This design comes from an exercise in tuning for small area, a short achievable clock period and few clock cycles on the open sky130 flow, not from production work. At most, simulation tests tie the RTL to the original design; equivalence was not proved.

==> inputs of try-juniper <==
Design produto_escalar, start of the top module:
module produto_escalar (
    input  logic         clk_i,
    input  logic         rst_i,
    input  logic         iniciar,
    input  logic [31:0]  a0, a1, a2, a3, a4, a5, a6, a7,
    input  logic [31:0]  b0, b1, b2, b3, b4, b5, b6, b7,
    output logic [63:0]  resultado,
    output logic         concluido
);
clock: 11.5 ns
lec_check: 0
cap_margin: 20
core_margin: 2
core_utilization: 40
slew_margin: 20
synth_hierarchical: 1
synth_minimum_keep_size: 0
buffer_ports_args: -buffer_cell sky130_fd_sc_hd__buf_1
standard.sh (not shown) runs the stock make flow with config.mk's settings and CLKGATE_MAP_FILE= SYNTH_SCRIPT=/design/flow/synth_recipe.tcl, a recipe that flattens the netlist after the stock synthesis.
==> flow/flow/run.sh <==
#!/bin/bash
set -e
echo 'export BUFFER_PORTS_ARGS = -buffer_cell sky130_fd_sc_hd__buf_1' >> config.mk
bash standard.sh SETUP_SLACK_MARGIN=7 finish > standard.log 2>&1
==> try-indigo: changes against try-juniper <==
==> flow/flow/run.sh (replaced) <==
#!/bin/bash
set -e
echo 'export BUFFER_PORTS_ARGS = -buffer_cell sky130_fd_sc_hd__buf_1' >> config.mk
bash standard.sh SETUP_SLACK_MARGIN=7.5 finish > standard.log 2>&1
==> run notes <==
status=no timing/DRC/antenna violations; reg2reg path depth=14; gr usage total=34.9%; first-pass GRT wire length=around 220 mm; fraction of area in multi-input gates=between 60 and 70%; Area growth syn-to-layout=16.3%; RePlAce Congestion=about 0.95; FF/Latch Area=about 0.0068 mm^2; DPL Wire Length=approximately 110 mm; CP Buf/Inv Count=2; signal buffers share of area=around 8%; register share of the cell area=17.2%; post-route setup slack=a little over 7 ns; non-clock buffer count=696
[end of results for try-indigo]
==> run notes <==
CP Buf/Inv Count=3; reg2reg path depth=16; status=no timing/DRC/antenna violations; DPL Wire Length=108 mm; WL per Instance=31.6 um; first-pass GRT wire length=around 220 mm; Area growth syn-to-layout=13.1%; FF/Latch Area=between 0.006 and 0.007 mm^2; signal buffers share of area=under 10%; gr usage total=between 30% and 40%; RePlAce Congestion=0.940; post-route setup slack=between 7 and 8 ns; non-clock buffer count=~660; fraction of area in multi-input gates=around two thirds; register share of the cell area=between 15 and 20%
[end of results for try-juniper]
No run of this note included a check of the RTL's function; only the layout flow was run.

========
==> inputs of run a <==
Another version of the RTL of produto_escalar (not shown whole).
// produto_escalar
module produto_escalar (
    input  logic         clk_i,
    input  logic         rst_i,
    input  logic         iniciar,
    input  logic [31:0]  a0, a1, a2, a3, a4, a5, a6, a7,
    input  logic [31:0]  b0, b1, b2, b3, b4, b5, b6, b7,
    output logic [63:0]  resultado,
    output logic         concluido
);
export LEC_CHECK = 0
export CAP_MARGIN = 20
export CORE_MARGIN = 2
export CORE_UTILIZATION = 40
export SLEW_MARGIN = 20
export SYNTH_HIERARCHICAL = 1
export SYNTH_MINIMUM_KEEP_SIZE = 0
export BUFFER_PORTS_ARGS = -buffer_cell sky130_fd_sc_hd__buf_1
create_clock -name core_clock -period 11.5 [get_ports {clk_i}]
==> flow/flow/run.sh <==
#!/bin/bash
set -e
echo 'export BUFFER_PORTS_ARGS = -buffer_cell sky130_fd_sc_hd__buf_1' >> config.mk
bash standard.sh SETUP_SLACK_MARGIN=7 finish > standard.log 2>&1
==> inputs of run b, as changes to run a <==
--- a/flow/design.v
+++ b/flow/design.v
@@ -5,29 +5,29 @@
     input  logic [31:0]  a0, a1, a2, a3, a4, a5, a6, a7,
     input  logic [31:0]  b0, b1, b2, b3, b4, b5, b6, b7,
     output logic [63:0]  resultado,
     output logic         concluido
 );
   logic        iniciar_prev;
-  logic [9:1]  fase;           
+  logic [8:1]  fase;           
   logic [31:0] a_r;
   logic [15:0] one_r, two_r, neg_r;
   logic [63:0] acc_s, acc_c;
   wire ocupado = |fase;
   wire inicio  = iniciar & ~iniciar_prev & ~ocupado;
   wire en      = inicio | (|fase[7:1]);
   always_ff @(posedge clk_i) begin
     if (rst_i) begin
       iniciar_prev <= 1'b0;
-      fase         <= 9'd0;
+      fase         <= 8'd0;
       concluido    <= 1'b0;
     end else begin
       iniciar_prev <= iniciar;
-      fase         <= {fase[8:1], inicio};
+      fase         <= {fase[7:1], inicio};
       if (inicio)       concluido <= 1'b0;
-      else if (fase[9]) concluido <= 1'b1;
+      else if (fase[8]) concluido <= 1'b1;
     end
   end
   wire [31:0] a_sel = ({32{~ocupado}} & a0) | ({32{fase[1]}} & a1) |
                       ({32{fase[2]}} & a2) | ({32{fase[3]}} & a3) |
                       ({32{fase[4]}} & a4) | ({32{fase[5]}} & a5) |
                       ({32{fase[6]}} & a6) | ({32{fase[7]}} & a7);
@@ -1470,14 +1470,14 @@
   assign nxt_c[61] = fs556;
   assign nxt_c[62] = fc556;
   assign nxt_c[63] = fc557;
   always_ff @(posedge clk_i) begin
     acc_s <= nxt_s;
     acc_c <= nxt_c;
-    resultado <= acc_s + acc_c;
   end
+  assign resultado = acc_s + acc_c;
 endmodule
 module produto_escalar_fa (
     input  logic a, b, c,
     output logic s, co
 );
   assign s  = a ^ b ^ c;
==> flow/run.sh (new file) <==
#!/bin/bash
# synth_recipe.tcl (not shown) runs the flow's synth.tcl, then flattens the netlist and writes it again
# the make line also repeats each setting of config.mk as NAME=value (left out here)
make -C /OpenROAD-flow-scripts/flow DESIGN_CONFIG=/design/flow/config.mk WORK_HOME=/design/flow/orfs CLKGATE_MAP_FILE= SYNTH_SCRIPT=/design/flow/synth_recipe.tcl finish
BUFFER_PORTS_ARGS = default   (was -buffer_cell sky130_fd_sc_hd__buf_1)
removed: flow/flow/run.sh
removed: flow/standard.sh
==> inputs of run c, as changes to run a <==
--- a/flow/design.v
+++ b/flow/design.v
@@ -5,29 +5,29 @@
     input  logic [31:0]  a0, a1, a2, a3, a4, a5, a6, a7,
     input  logic [31:0]  b0, b1, b2, b3, b4, b5, b6, b7,
     output logic [63:0]  resultado,
     output logic         concluido
 );
   logic        iniciar_prev;
-  logic [9:1]  fase;           
+  logic [8:1]  fase;           
   logic [31:0] a_r;
   logic [15:0] one_r, two_r, neg_r;
   logic [63:0] acc_s, acc_c;
   wire ocupado = |fase;
   wire inicio  = iniciar & ~iniciar_prev & ~ocupado;
   wire en      = inicio | (|fase[7:1]);
   always_ff @(posedge clk_i) begin
     if (rst_i) begin
       iniciar_prev <= 1'b0;
-      fase         <= 9'd0;
+      fase         <= 8'd0;
       concluido    <= 1'b0;
     end else begin
       iniciar_prev <= iniciar;
-      fase         <= {fase[8:1], inicio};
+      fase         <= {fase[7:1], inicio};
       if (inicio)       concluido <= 1'b0;
-      else if (fase[9]) concluido <= 1'b1;
+      else if (fase[8]) concluido <= 1'b1;
     end
   end
   wire [31:0] a_sel = ({32{~ocupado}} & a0) | ({32{fase[1]}} & a1) |
                       ({32{fase[2]}} & a2) | ({32{fase[3]}} & a3) |
                       ({32{fase[4]}} & a4) | ({32{fase[5]}} & a5) |
                       ({32{fase[6]}} & a6) | ({32{fase[7]}} & a7);
@@ -1470,14 +1470,14 @@
   assign nxt_c[61] = fs556;
   assign nxt_c[62] = fc556;
   assign nxt_c[63] = fc557;
   always_ff @(posedge clk_i) begin
     acc_s <= nxt_s;
     acc_c <= nxt_c;
-    resultado <= acc_s + acc_c;
   end
+  assign resultado = acc_s + acc_c;
 endmodule
 module produto_escalar_fa (
     input  logic a, b, c,
     output logic s, co
 );
   assign s  = a ^ b ^ c;
==> comparison <==
Between run a and run b, the lower clock skew is in run b (gap 0.016 ns).
Critical path depth, lowest first: run a, run b, run c.
Routed wire length, lowest first: run c, run b, run a.
Against run a, the first-iteration DRC count of run b is lower by 8.4%.
Against run c, the non-clock buffer count of run b is lower by 67.
Of run a and run b, run b has the higher cell area (gap 3.9%, measured against run b).
Die area is the same in run c and run b.
Testbench counts of run a, summed over its fixed seeds: cycles 26,400.
Testbench counts of run b, summed over its fixed seeds: cycles 24,000.
Testbench counts of run c, summed over its fixed seeds: cycles 24,000.

========
==> inputs of job 1936 <==
Another version of the RTL of produto_escalar (not shown whole).
// produto_escalar
module produto_escalar (
    input  logic         clk_i,
    input  logic         rst_i,
    input  logic         iniciar,
    input  logic [31:0]  a0, a1, a2, a3, a4, a5, a6, a7,
    input  logic [31:0]  b0, b1, b2, b3, b4, b5, b6, b7,
    output logic [63:0]  resultado,
    output logic         concluido
);
==> flow/config.mk <==
export PLATFORM = sky130hd
export DESIGN_NAME = produto_escalar
export DESIGN_NICKNAME = produto_escalar
export VERILOG_FILES = /design/flow/design.v
export SDC_FILE = /design/flow/constraint.sdc
export NUM_CORES = 4
export LEC_CHECK = 0
export CAP_MARGIN = 20
export CORE_MARGIN = 2
export CORE_UTILIZATION = 33
export SLEW_MARGIN = 20
export SYNTH_HIERARCHICAL = 1
export SYNTH_MINIMUM_KEEP_SIZE = 0
export BUFFER_PORTS_ARGS = -buffer_cell sky130_fd_sc_hd__buf_1
==> flow/constraint.sdc <==
create_clock -name core_clock -period 11.5 [get_ports {clk_i}]
set_input_delay 2.3000 -clock core_clock [delete_from_list [all_inputs] [get_ports {clk_i}]]
set_output_delay 2.3000 -clock core_clock [all_outputs]
set_load 0.01 [all_outputs]
==> flow/flow/run.sh <==
#!/bin/bash
set -e
echo 'export BUFFER_PORTS_ARGS = -buffer_cell sky130_fd_sc_hd__buf_1' >> config.mk
bash standard.sh SETUP_SLACK_MARGIN=7.8 finish > standard.log 2>&1
==> job 9753 (differences from job 1936) <==
--- a/flow/design.v
+++ b/flow/design.v
@@ -7,13 +7,13 @@
     output logic [63:0]  resultado,
     output logic         concluido
 );
   logic        iniciar_prev;
   logic [9:1]  fase;           
   logic [31:0] a_r;
-  logic [15:0] one_r, two_r, neg_r;
+  logic [15:0] one_r, dif_r, neg_r;
   logic [63:0] prod0, prod1, prod2;
   wire ocupado = |fase;
   wire inicio  = iniciar & ~iniciar_prev & ~ocupado;
   always_ff @(posedge clk_i) begin
     if (rst_i) begin
       iniciar_prev <= 1'b0;
@@ -31,68 +31,69 @@
                       ({32{fase[4]}} & a4) | ({32{fase[5]}} & a5) |
                       ({32{fase[6]}} & a6) | ({32{fase[7]}} & a7);
   wire [31:0] b_sel = ({32{~ocupado}} & b0) | ({32{fase[1]}} & b1) |
                       ({32{fase[2]}} & b2) | ({32{fase[3]}} & b3) |
                       ({32{fase[4]}} & b4) | ({32{fase[5]}} & b5) |
                       ({32{fase[6]}} & b6) | ({32{fase[7]}} & b7);
-  wire [15:0] one_d, two_d, neg_d;
+  wire [15:0] one_d, dif_d, neg_d;
   assign one_d[0] = b_sel[0] ^ 1'b0;
-  assign two_d[0] = (b_sel[1] ^ b_sel[0]) & ~(b_sel[0] ^ 1'b0);
+  assign dif_d[0] = b_sel[1] ^ b_sel[0];
   assign neg_d[0] = b_sel[1];
   assign one_d[1] = b_sel[2] ^ b_sel[1];
-  assign two_d[1] = (b_sel[3] ^ b_sel[2]) & ~(b_sel[2] ^ b_sel[1]);
+  assign dif_d[1] = b_sel[3] ^ b_sel[2];
   assign neg_d[1] = b_sel[3];
   assign one_d[2] = b_sel[4] ^ b_sel[3];
-  assign two_d[2] = (b_sel[5] ^ b_sel[4]) & ~(b_sel[4] ^ b_sel[3]);
+  assign dif_d[2] = b_sel[5] ^ b_sel[4];
   assign neg_d[2] = b_sel[5];
   assign one_d[3] = b_sel[6] ^ b_sel[5];
-  assign two_d[3] = (b_sel[7] ^ b_sel[6]) & ~(b_sel[6] ^ b_sel[5]);
+  assign dif_d[3] = b_sel[7] ^ b_sel[6];
   assign neg_d[3] = b_sel[7];
   assign one_d[4] = b_sel[8] ^ b_sel[7];
-  assign two_d[4] = (b_sel[9] ^ b_sel[8]) & ~(b_sel[8] ^ b_sel[7]);
+  assign dif_d[4] = b_sel[9] ^ b_sel[8];
   assign neg_d[4] = b_sel[9];
   assign one_d[5] = b_sel[10] ^ b_sel[9];
-  assign two_d[5] = (b_sel[11] ^ b_sel[10]) & ~(b_sel[10] ^ b_sel[9]);
+  assign dif_d[5] = b_sel[11] ^ b_sel[10];
   assign neg_d[5] = b_sel[11];
   assign one_d[6] = b_sel[12] ^ b_sel[11];
-  assign two_d[6] = (b_sel[13] ^ b_sel[12]) & ~(b_sel[12] ^ b_sel[11]);
+  assign dif_d[6] = b_sel[13] ^ b_sel[12];
   assign neg_d[6] = b_sel[13];
   assign one_d[7] = b_sel[14] ^ b_sel[13];
-  assign two_d[7] = (b_sel[15] ^ b_sel[14]) & ~(b_sel[14] ^ b_sel[13]);
+  assign dif_d[7] = b_sel[15] ^ b_sel[14];
   assign neg_d[7] = b_sel[15];
   assign one_d[8] = b_sel[16] ^ b_sel[15];
-  assign two_d[8] = (b_sel[17] ^ b_sel[16]) & ~(b_sel[16] ^ b_sel[15]);
+  assign dif_d[8] = b_sel[17] ^ b_sel[16];
   assign neg_d[8] = b_sel[17];
   assign one_d[9] = b_sel[18] ^ b_sel[17];
-  assign two_d[9] = (b_sel[19] ^ b_sel[18]) & ~(b_sel[18] ^ b_sel[17]);
+  assign dif_d[9] = b_sel[19] ^ b_sel[18];
   assign neg_d[9] = b_sel[19];
   assign one_d[10] = b_sel[20] ^ b_sel[19];
-  assign two_d[10] = (b_sel[21] ^ b_sel[20]) & ~(b_sel[20] ^ b_sel[19]);
+  assign dif_d[10] = b_sel[21] ^ b_sel[20];
   assign neg_d[10] = b_sel[21];
   assign one_d[11] = b_sel[22] ^ b_sel[21];
-  assign two_d[11] = (b_sel[23] ^ b_sel[22]) & ~(b_sel[22] ^ b_sel[21]);
+  assign dif_d[11] = b_sel[23] ^ b_sel[22];
   assign neg_d[11] = b_sel[23];
   assign one_d[12] = b_sel[24] ^ b_sel[23];
-  assign two_d[12] = (b_sel[25] ^ b_sel[24]) & ~(b_sel[24] ^ b_sel[23]);
+  assign dif_d[12] = b_sel[25] ^ b_sel[24];
   assign neg_d[12] = b_sel[25];
   assign one_d[13] = b_sel[26] ^ b_sel[25];
-  assign two_d[13] = (b_sel[27] ^ b_sel[26]) & ~(b_sel[26] ^ b_sel[25]);
+  assign dif_d[13] = b_sel[27] ^ b_sel[26];
   assign neg_d[13] = b_sel[27];
   assign one_d[14] = b_sel[28] ^ b_sel[27];
-  assign two_d[14] = (b_sel[29] ^ b_sel[28]) & ~(b_sel[28] ^ b_sel[27]);
+  assign dif_d[14] = b_sel[29] ^ b_sel[28];
   assign neg_d[14] = b_sel[29];
   assign one_d[15] = b_sel[30] ^ b_sel[29];
-  assign two_d[15] = (b_sel[31] ^ b_sel[30]) & ~(b_sel[30] ^ b_sel[29]);
+  assign dif_d[15] = b_sel[31] ^ b_sel[30];
   assign neg_d[15] = b_sel[31];
   always_ff @(posedge clk_i) begin
     a_r   <= a_sel;
     one_r <= one_d;
-    two_r <= two_d;
+    dif_r <= dif_d;
     neg_r <= neg_d;
   end
   wire [32:0] a_ext = {a_r[31], a_r};
+  wire [15:0] two_r = dif_r & ~one_r;
   wire [32:0] x0 = ({33{one_r[0]}} & a_ext) | ({33{two_r[0]}} & {a_r, 1'b0});
   wire [32:0] pp0 = {~(x0[32] ^ neg_r[0]), x0[31:0] ^ {32{neg_r[0]}}};
   wire [32:0] x1 = ({33{one_r[1]}} & a_ext) | ({33{two_r[1]}} & {a_r, 1'b0});
   wire [32:0] pp1 = {~(x1[32] ^ neg_r[1]), x1[31:0] ^ {32{neg_r[1]}}};
   wire [32:0] x2 = ({33{one_r[2]}} & a_ext) | ({33{two_r[2]}} & {a_r, 1'b0});
   wire [32:0] pp2 = {~(x2[32] ^ neg_r[2]), x2[31:0] ^ {32{neg_r[2]}}};
==> flow/flow/run.sh (replaced) <==
#!/bin/bash
set -e
echo 'export BUFFER_PORTS_ARGS = -buffer_cell sky130_fd_sc_hd__buf_1' >> config.mk
bash standard.sh SETUP_SLACK_MARGIN=7.5 finish > standard.log 2>&1
Settings changed: CORE_UTILIZATION 33 to 40.
==> qor summary <==
| item | job 1936 | job 9753 |
|---|---|---|
| Non-clock buffer share of cell area | 8.20% | 6.73% |
| Final Core Density | 38.6% | 45.2% |
| Xor/xnor cell area share of the yosys netlist | 15.7% | 15.1% |
| Final setup margin | 7.83 ns | 7.56 ns |
| Placer Congestion | 0.957 | 1.00 |
| Max incr delay on CP | 0.71 ns | 1.02 ns |
| Post-DP HPWL | 117 mm | 123 mm |
| Number of library cell types mapped by synthesis | 32 | 30 |
| Total wirelength of the detailed-routed design | 169 mm | 169 mm |
| Final standard cell count with taps included and fillers excluded | 5,005 | 5,713 |
| Amount of wire on met3 after detailed routing | 19.8 mm | 16.2 mm |
| Outcome | no timing/DRC/antenna violations | no timing/DRC/antenna violations |
| Post-Synthesis Cell Area | 33,800 sq um | 36,300 sq um |
Testbench counts of job 1936, summed over its fixed seeds: cycles 26,400.
Testbench counts of job 9753, summed over its fixed seeds: cycles 26,400.

[separate check: timing with driven ports]
The flow's constraints put no driver on any port. The routed layouts listed below were extracted and timed again, unchanged, in two steps. Step 1: set_driving_cell puts a clkbuf_16 on clk_i and a buf_2 on each other input, an assumption about the parent block. Step 2 adds t to the input delays and takes it off the output delays; t is the mean of the earliest and latest rising clock arrival at the registers after step 1. Input paths then give back, and output paths get back, about the clock's delay inside the block. Three values: ideal ports, drivers, drivers and shift; two values: the first two.
| run | shift t [ns] | slack for setup (ns) | clock arrival spread, ns | pins driven straight from the clock port |
|---|---|---|---|---|
| try-juniper | 0.647 | 7.099 / 7.099 / 6.864 | 0.021 / 0.021 | 1 |
| try-indigo | 0.635 | 7.172 / 7.172 / 6.892 | 0.039 / 0.039 | 1 |
| run a | 0.639 | 7.092 / 7.092 / 6.858 | 0.046 / 0.045 | 1 |
| run b | 0.657 | 4.137 / 4.071 / 4.728 | 0.029 / 0.030 | 1 |
| run c | 0.668 | 5.505 / 5.434 / 6.102 | 0.022 / 0.022 | 1 |
| job 1936 | 0.683 | 7.825 / 7.807 / 7.312 | 0.037 / 0.037 | 1 |
| job 9753 | 0.653 | 7.559 / 7.559 / 7.333 | 0.023 / 0.023 | 1 |
After both steps every run listed still meets setup and hold. The setup slack of job 1936, which loses most, moves by -0.018 ns with the drivers and by -0.513 ns with both steps.
